Source: an optimization exercise on an open RTL-to-GDS flow (aim: small area, a short achievable clock period and few clock cycles per item). Production flows keep margins and buffers that such runs may drop. The RTL was checked by simulation tests, not by an equivalence proof against the original design. Power is estimated from default activity; no workload was simulated.

job 6051:
// barnsley
module barnsley #(
    parameter FP_WIDTH = 25,
    parameter FP_INT = 5
    ) (
    input  wire clk,
    input  wire reset,
    output wire [19:0] iter_max,
    input  wire iter_change,
    output reg  done,
    output wire complete,
    output wire signed [FP_WIDTH-1:0] xn,
    output reg  signed [FP_WIDTH-1:0] yn
    );
    reg  [13:0] n;           
    reg  [1:0]  lvl;         
    reg         iter_reg;
    always @(posedge clk)
        iter_reg <= iter_change;
    wire iter_button = iter_change & ~iter_reg;
    assign iter_max = (lvl == 2'd0) ? 20'd1000 :
                      (lvl == 2'd1) ? 20'd4000 :
                      (lvl == 2'd2) ? 20'd7000 : 20'd10000;
    assign complete = (n == iter_max[13:0]);
    wire gen = ~complete;
    wire [13:0] n_d = n + {13'd0, gen};
    wire [1:0] lvl_d = (iter_button && lvl != 2'd3) ? lvl + 2'd1 : lvl;
    wire hold = (n_d == ((lvl_d == 2'd0) ? 14'd1000 :
                         (lvl_d == 2'd1) ? 14'd4000 :
                         (lvl_d == 2'd2) ? 14'd7000 : 14'd10000));
    wire [31-1:0] ctl;
    random random_inst(.clk(clk), .reset(reset), .request(gen), .hold(hold), .ctl(ctl));
    reg  [23-1:0] x;
    assign xn = {{2{x[22]}}, x};
    wire [23-1:0] x_nxt;
    wire [FP_WIDTH-1:0] y_nxt;
    mul step_inst(.x(x), .y(yn), .ctl(ctl), .xo(x_nxt), .yo(y_nxt));
    always @(posedge clk or posedge reset) begin
        if (reset) begin
            n <= 0; done <= 0;
            lvl <= 0;
        end else begin
            lvl <= lvl_d;
            done <= gen;
            n <= n_d;
        end
    end
    always @(posedge clk) begin
        x  <= x_nxt;
        yn <= y_nxt;
    end
endmodule
Size in the first run: roughly 3,700 cells after synthesis, roughly 140 flip-flops, roughly 75 I/O pins, about 0.037 sq mm of cells after synthesis.
==> flow/config.mk <==
export PLATFORM = sky130hd
export DESIGN_NAME = barnsley
export DESIGN_NICKNAME = barnsley
export VERILOG_FILES = /design/flow/design.v
export SDC_FILE = /design/flow/constraint.sdc
export NUM_CORES = 4
export LEC_CHECK = 0
export CAP_MARGIN = 50
export CORE_MARGIN = 2
export CORE_UTILIZATION = 40
export SLEW_MARGIN = 75
export SYNTH_HIERARCHICAL = 1
==> flow/constraint.sdc <==
create_clock -name core_clock -period 15.0 [get_ports {clk}]
set_input_delay 3.0000 -clock core_clock [delete_from_list [all_inputs] [get_ports {clk}]]
set_output_delay 3.0000 -clock core_clock [all_outputs]
set_load 0.01 [all_outputs]
standard.sh (not shown) runs the stock make flow with config.mk's settings and CLKGATE_MAP_FILE= SYNTH_SCRIPT=/design/flow/synth_recipe.tcl, a recipe that flattens the netlist after the stock synthesis.
==> flow/flow/run.sh <==
#!/bin/bash
set -e
cp standard.sh standard.sh.txt
export SETUP_SLACK_MARGIN=10
bash standard.sh > standard.log 2>&1
Testbench counts of job 6051, summed over its fixed seeds: cycles 80,000, points 80,000.
Relative to job 6051, the following input files were edited for job 556:
--- a/flow/flow/run.sh
+++ b/flow/flow/run.sh
@@ -4 +4 @@
-export SETUP_SLACK_MARGIN=10
+export SETUP_SLACK_MARGIN=9
### Flow results
- [compare] base=job 6051 new=job 556: multiplexer share of the synthesized area stayed essentially flat; wire length per cell went up about 0.8%.
- Comparing job 556 against job 6051, there is no change at all in gate count after technology mapping.
- Job 6051 → job 556: slack of the critical path shows a reduction of 86 ps; critical path depth shows a reduction of 3; detailed-router iteration count before antenna repair shows an increase of 3; internal power shows a reduction of about 2%; global-route usage shows a reduction of 0.37 points.
- Between job 6051 and job 556, the area of the core figures differ only marginally.
### job 556 -> job 2133
--- a/flow/flow/run.sh
+++ b/flow/flow/run.sh
@@ -4 +4 @@
-export SETUP_SLACK_MARGIN=9
+export SETUP_SLACK_MARGIN=8
Notes after the runs:
- Smallest setup slack after layout: job 2133 < job 556
- Job 2133 has layout overhead on the synthesized area below what job 556 had.
- The run showing the smaller post-route fraction of the period consumed by the critical path is job 556.
- Job 2133: placement-stage worst setup slack is 79 ps lower than what job 556 reported.
- From job 556 to job 2133 the numbers moved as follows: highest clock rate went down about 7%; share of total power in the clock network went down 1.2 points; number of cells in the finished layout apart from fillers went down 121; count of cell instances traversed by the critical path went down 4.8%.

========
Another version of the RTL of barnsley (not shown whole).
For scale: ~3400 cells after synthesis, ~35000 sq um of cells after synthesis.
==> flow/config.mk <==
export PLATFORM = sky130hd
export DESIGN_NAME = barnsley
export DESIGN_NICKNAME = barnsley
export VERILOG_FILES = /design/flow/design.v
export SDC_FILE = /design/flow/constraint.sdc
export NUM_CORES = 4
export LEC_CHECK = 0
export CAP_MARGIN = 50
export CORE_MARGIN = 2
export CORE_UTILIZATION = 40
export SLEW_MARGIN = 75
export SYNTH_HIERARCHICAL = 1
==> flow/constraint.sdc <==
create_clock -name core_clock -period 15.0 [get_ports {clk}]
set_input_delay 3.0000 -clock core_clock [delete_from_list [all_inputs] [get_ports {clk}]]
set_output_delay 3.0000 -clock core_clock [all_outputs]
set_load 0.01 [all_outputs]
==> flow/flow/run.sh <==
#!/bin/bash
set -e
cp standard.sh standard.sh.txt
export SETUP_SLACK_MARGIN=10
bash standard.sh > standard.log 2>&1
Testbench counts at the start, summed over its fixed seeds: cycles 80,000, points 80,000.
Next try:
==> flow/flow/run.sh (replaced) <==
#!/bin/bash
set -e
cp standard.sh standard.sh.txt
export SETUP_SLACK_MARGIN=8.5
bash standard.sh > standard.log 2>&1
- CAP_MARGIN: 50 -> 20
- SLEW_MARGIN: 75 -> 20
After rerunning: Maximum frequency came out lower by 5.2%. Cell area shrinks by 8.3%. Routed wire length drops by 3.6%. Global-route usage fell by 1.2 points. Cell count decreases by 3.5%. Register-to-register slack loses 0.33 ns. Clock-buffer cell count drops by 1. Via count fell by 3.9%. Worst setup slack got worse by 0.33 ns. Area after synthesis does not change. First-iteration DRC count falls by 8.3%.
Next try:
==> flow/flow/run.sh (replaced) <==
#!/bin/bash
set -e
cp standard.sh standard.sh.txt
export SETUP_SLACK_MARGIN=9
bash standard.sh > standard.log 2>&1
Effect:
- register-to-register slack gets better by 0.33 ns
- setup slack gets better by 0.33 ns
- fmax is higher by 5.4%
- wire length is higher by 1.0%
- via count is higher by 0.77%
- final area is higher by 2.7%

-- static timing again, ports no longer ideal --
How much do the figures lean on ideal ports? The routed layouts below were timed once more, with nothing changed but the port constraints.
Step 1 sets driving cells, clkbuf_16 on the clock port and buf_2 on the other inputs (assumed; they add their load-dependent delay and slew).
Step 2 also shifts input and output timing later by t, the mid clock arrival at the registers, as if the neighbouring blocks saw the same clock.
Slacks: ideal ports / drivers / drivers and shift; pairs: ideal ports / drivers.
run	t (ns)	setup WS [ns]	clock arrival spread, ns	worst register clock-pin slew, ns	pins driven straight from the clock port
job 6051	0.581	8.672 / 8.672 / 8.672	0.045 / 0.046	0.10 / 0.10	1
job 556	0.579	8.586 / 8.586 / 8.586	0.044 / 0.043	0.10 / 0.10	1
job 2133	0.556	8.114 / 8.114 / 8.114	0.022 / 0.021	0.09 / 0.09	1
the first run of note 2	0.543	8.855 / 8.855 / 8.855	0.026 / 0.026	0.08 / 0.08	1
the second run of note 2	0.542	8.522 / 8.522 / 8.522	0.031 / 0.031	0.09 / 0.09	1
the third run of note 2	0.536	8.854 / 8.854 / 8.666	0.015 / 0.015	0.07 / 0.07	1
After both steps setup and hold are still met in every run listed. The setup slack of the third run of note 2, which loses most, moves by 0.000 ns with the drivers and by -0.188 ns with both steps.
